This design comes from an exercise in tuning for small area, a short achievable clock period and few clock cycles per item on the open sky130 flow, not from production work. At most, simulation tests tie the RTL to the original design; equivalence was not proved. Power is estimated from default activity; no workload was simulated.

==> flow/design.v (excerpt) <==
module alu #(
    parameter INST_W = 4,
    parameter INT_W  = 6,
    parameter FRAC_W = 10,
    parameter DATA_W = INT_W + FRAC_W
)(
    input                      i_clk,
    input                      i_rst_n,
    input                      i_in_valid,
    output                     o_busy,
    input         [INST_W-1:0] i_inst,
    input  signed [DATA_W-1:0] i_data_a,
    input  signed [DATA_W-1:0] i_data_b,
    output                     o_out_valid,
    output        [DATA_W-1:0] o_data
);
==> flow/config.mk <==
export PLATFORM = sky130hd
export DESIGN_NAME = alu
export DESIGN_NICKNAME = alu
export VERILOG_FILES = /design/flow/design.v
export SDC_FILE = /design/flow/constraint.sdc
export NUM_CORES = 4
export LEC_CHECK = 0
export CAP_MARGIN = 20
export CORE_MARGIN = 2
export CORE_UTILIZATION = 40
export SLEW_MARGIN = 20
export SETUP_SLACK_MARGIN = 7
==> flow/constraint.sdc <==
create_clock -name core_clock -period 10.0 [get_ports {i_clk}]
set_input_delay 2.0000 -clock core_clock [delete_from_list [all_inputs] [get_ports {i_clk}]]
set_output_delay 2.0000 -clock core_clock [all_outputs]
set_load 0.01 [all_outputs]
standard.sh (not shown) runs the stock make flow with config.mk's settings and CLKGATE_MAP_FILE= SYNTH_SCRIPT=/design/flow/synth_recipe.tcl, a recipe that flattens the netlist after the stock synthesis.
==> flow/flow/run.sh <==
#!/bin/bash
cd "$(dirname "$0")/.."
echo "export SETUP_SLACK_MARGIN = 7" >> config.mk
bash standard.sh > standard.log 2>&1
==> next run, changes <==
--- a/flow/flow/run.sh
+++ b/flow/flow/run.sh
@@ -3,0 +4 @@
+echo "export TNS_END_PERCENT = 10" >> config.mk
TNS_END_PERCENT = 10   (was unset)
After rerunning:
- worst setup slack gains 0.059 ns
- total power stays flat
- synthesized cell count does not change
- first-iteration DRC count grows slightly
- cell count shrinks by a few percent
- final area shrinks by a few percent
- global-route usage shrinks by 0.23 points
- hold slack hardly moves
No functional check of the RTL was part of any run of this note.

---

alu, a different RTL version from the one above (not shown whole).
For scale: about 2400 cells after synthesis, roughly 520 flip-flops, about 57 I/O pins, ~28000 um2 of cells after synthesis.
clock: 10.0 ns
lec_check: 0
cap_margin: 20
core_margin: 2
core_utilization: 40
slew_margin: 20
tns_end_percent: 10
buffer_ports_args: -buffer_cell sky130_fd_sc_hd__buf_2
cts_args: -sink_clustering_enable -repair_clock_nets -dont_use_dummy_load -sink_clustering_size 22 -sink_clustering_max_diameter 120
setup_slack_margin: 6.0
==> flow/flow/run.sh <==
#!/bin/bash
cd "$(dirname "$0")/.."
cat >> config.mk <<'EOC'
export TNS_END_PERCENT = 10
export BUFFER_PORTS_ARGS = -buffer_cell sky130_fd_sc_hd__buf_2
export CTS_ARGS = -sink_clustering_enable -repair_clock_nets -dont_use_dummy_load -sink_clustering_size 22 -sink_clustering_max_diameter 120
EOC
cp config.mk config_cts.mk
echo "export SETUP_SLACK_MARGIN = 6.0" >> config.mk
bash standard.sh cts > standard_cts.log 2>&1
cp config_cts.mk config.mk
echo "export SETUP_SLACK_MARGIN = 6.0" >> config.mk
bash standard.sh finish > standard.log 2>&1
Testbench counts at the start, summed over its fixed seeds: cycles 3,224, items 3,200.
Edit:
--- a/flow/flow/run.sh
+++ b/flow/flow/run.sh
@@ -8,6 +8,6 @@
 cp config.mk config_cts.mk
-echo "export SETUP_SLACK_MARGIN = 6.0" >> config.mk
+echo "export SETUP_SLACK_MARGIN = 7" >> config.mk
 bash standard.sh cts > standard_cts.log 2>&1
 cp config_cts.mk config.mk
-echo "export SETUP_SLACK_MARGIN = 6.0" >> config.mk
+echo "export SETUP_SLACK_MARGIN = 6.3" >> config.mk
 bash standard.sh finish > standard.log 2>&1
SETUP_SLACK_MARGIN = 6.3   (was 6.0)
Setup slack improved by 0.51 ns.
Total power went up by a few percent.
Combinational power went up by a few percent.
Via count went up by a few percent.
Cell area went up by a few percent.
Wire length went down slightly.
Die area stays the same.
Flip-flop and latch count is unchanged.
Sequential share of layout area went down by 1.6 points.
Edit:
--- a/flow/flow/run.sh
+++ b/flow/flow/run.sh
@@ -3,3 +3,3 @@
 cat >> config.mk <<'EOC'
-export TNS_END_PERCENT = 10
+export TNS_END_PERCENT = 5
 export BUFFER_PORTS_ARGS = -buffer_cell sky130_fd_sc_hd__buf_2
@@ -8,3 +8,3 @@
 cp config.mk config_cts.mk
-echo "export SETUP_SLACK_MARGIN = 7" >> config.mk
+echo "export SETUP_SLACK_MARGIN = 7.3" >> config.mk
 bash standard.sh cts > standard_cts.log 2>&1
TNS_END_PERCENT = 5   (was 10)
Effect: The changed run finished clean. Total power fell by 1.1%. Wire length went up by 2.2%. Cell area barely changes. Setup slack gets worse by 0.075 ns. Synthesized area stays the same. Final cell count is about the same. Clock power is about the same. Combinational power is lower by about 3%. Worst hold slack improved by 0.0093 ns. Via count rose by 0.45%. Global-route usage rose by 0.67 points.
Edit:
==> flow/flow/run.sh (replaced) <==
#!/bin/bash
cd "$(dirname "$0")/.."
echo "export SETUP_SLACK_MARGIN = 7" >> config.mk
echo "export TNS_END_PERCENT = 10" >> config.mk
bash standard.sh > standard.log 2>&1
BUFFER_PORTS_ARGS = default   (was -buffer_cell sky130_fd_sc_hd__buf_2)
CTS_ARGS = default   (was -sink_clustering_enable -repair_clock_nets -dont_use_dummy_load -sink_clustering_size 22 -sink_clustering_max_diameter 120)
SETUP_SLACK_MARGIN = 7   (was 6.3)
TNS_END_PERCENT = 10   (was 5)
Effect:
- The changed run produced a clean layout
- synthesized area is unchanged
- power grows by 18%
- core utilization rose by 3.5 points
- routed wire length is about the same
- hold slack is worse by 0.0083 ns
- sequential share of layout area went down by 3.1 points
- critical path depth goes up by 4
- clock power came out higher by 80%
- combinational power came out higher by about 7%
Edit:
==> flow/flow/run.sh (replaced) <==
#!/bin/bash
cd "$(dirname "$0")/.."
cat >> config.mk <<'EOC'
export TNS_END_PERCENT = 10
export BUFFER_PORTS_ARGS = -buffer_cell sky130_fd_sc_hd__buf_2
export CTS_ARGS = -sink_clustering_enable -repair_clock_nets -dont_use_dummy_load -sink_clustering_size 22 -sink_clustering_max_diameter 120
EOC
cp config.mk config_cts.mk
echo "export SETUP_SLACK_MARGIN = 6.75" >> config.mk
bash standard.sh cts > standard_cts.log 2>&1
cp config_cts.mk config.mk
echo "export SETUP_SLACK_MARGIN = 6.4" >> config.mk
bash standard.sh finish > standard.log 2>&1
BUFFER_PORTS_ARGS = -buffer_cell sky130_fd_sc_hd__buf_2   (was default)
CTS_ARGS = -sink_clustering_enable -repair_clock_nets -dont_use_dummy_load -sink_clustering_size 22 -sink_clustering_max_diameter 120   (was default)
SETUP_SLACK_MARGIN = 6.4   (was 7)
=>
- worst hold slack is better by 0.0068 ns
- clock-buffer cell count goes down by 50
- global-route usage rose by 0.23 points
- total power decreases by about 13%
- setup slack got worse by 0.088 ns
- first-iteration DRC count went down by 1.7%
- combinational power is about the same
- die area does not change
- maximum frequency shrinks by 2.5%
- synthesized area is unchanged
Edit:
==> flow/flow/run.sh (replaced) <==
#!/bin/bash
cd "$(dirname "$0")/.."
cat >> config.mk <<'EOC'
export TNS_END_PERCENT = 20
export BUFFER_PORTS_ARGS = -buffer_cell sky130_fd_sc_hd__buf_2
export CTS_ARGS = -sink_clustering_enable -repair_clock_nets -dont_use_dummy_load -sink_clustering_size 22 -sink_clustering_max_diameter 120
EOC
cp config.mk config_cts.mk
echo "export SETUP_SLACK_MARGIN = 6.55" >> config.mk
bash standard.sh cts > standard_cts.log 2>&1
cp config_cts.mk config.mk
echo "export SETUP_SLACK_MARGIN = 6.2" >> config.mk
bash standard.sh finish > standard.log 2>&1
SETUP_SLACK_MARGIN = 6.2   (was 6.4)
TNS_END_PERCENT = 20   (was 10)
Outcome: Sequential share of layout area goes up by 1.5 points; wire length went down by 4.7%; die area does not change; clock skew goes down by 0.022 ns; core utilization is lower by 1.6 points; total power went down by about 3.4%.

## static timing again, ports no longer ideal
How much do the figures lean on ideal ports? The routed layouts below were timed once more, with nothing changed but the port constraints.
Step 1, drivers: a clkbuf_16 drives i_clk and a buf_2 each remaining input, both assumed.
Step 2 also shifts input and output timing later by t, the mid clock arrival at the registers, as if the neighbouring blocks saw the same clock.
Slacks: ideal / step 1 / step 2; pairs: ideal / step 1.
run | t (ns) | slack for setup (ns) | worst register clock-pin slew, ns
the first run of note 1 | 0.684 | 5.828 / 5.828 / 5.828 | 0.07 / 0.07
the second run of note 1 | 0.678 | 5.888 / 5.888 / 5.469 | 0.07 / 0.07
the first run of note 2 | 0.654 | 6.000 / 6.000 / 5.554 | 0.10 / 0.10
the second run of note 2 | 0.653 | 6.508 / 6.508 / 5.918 | 0.11 / 0.11
the third run of note 2 | 0.651 | 6.433 / 6.433 / 5.917 | 0.11 / 0.11
the fourth run of note 2 | 0.682 | 6.536 / 6.536 / 5.983 | 0.07 / 0.07
the fifth run of note 2 | 0.654 | 6.448 / 6.448 / 5.940 | 0.10 / 0.10
the sixth run of note 2 | 0.668 | 6.423 / 6.423 / 5.830 | 0.10 / 0.10
After both steps every run listed still meets setup and hold. For the sixth run of note 2, which loses most, drivers alone change the setup slack by 0.000 ns; drivers and shift together by -0.593 ns.
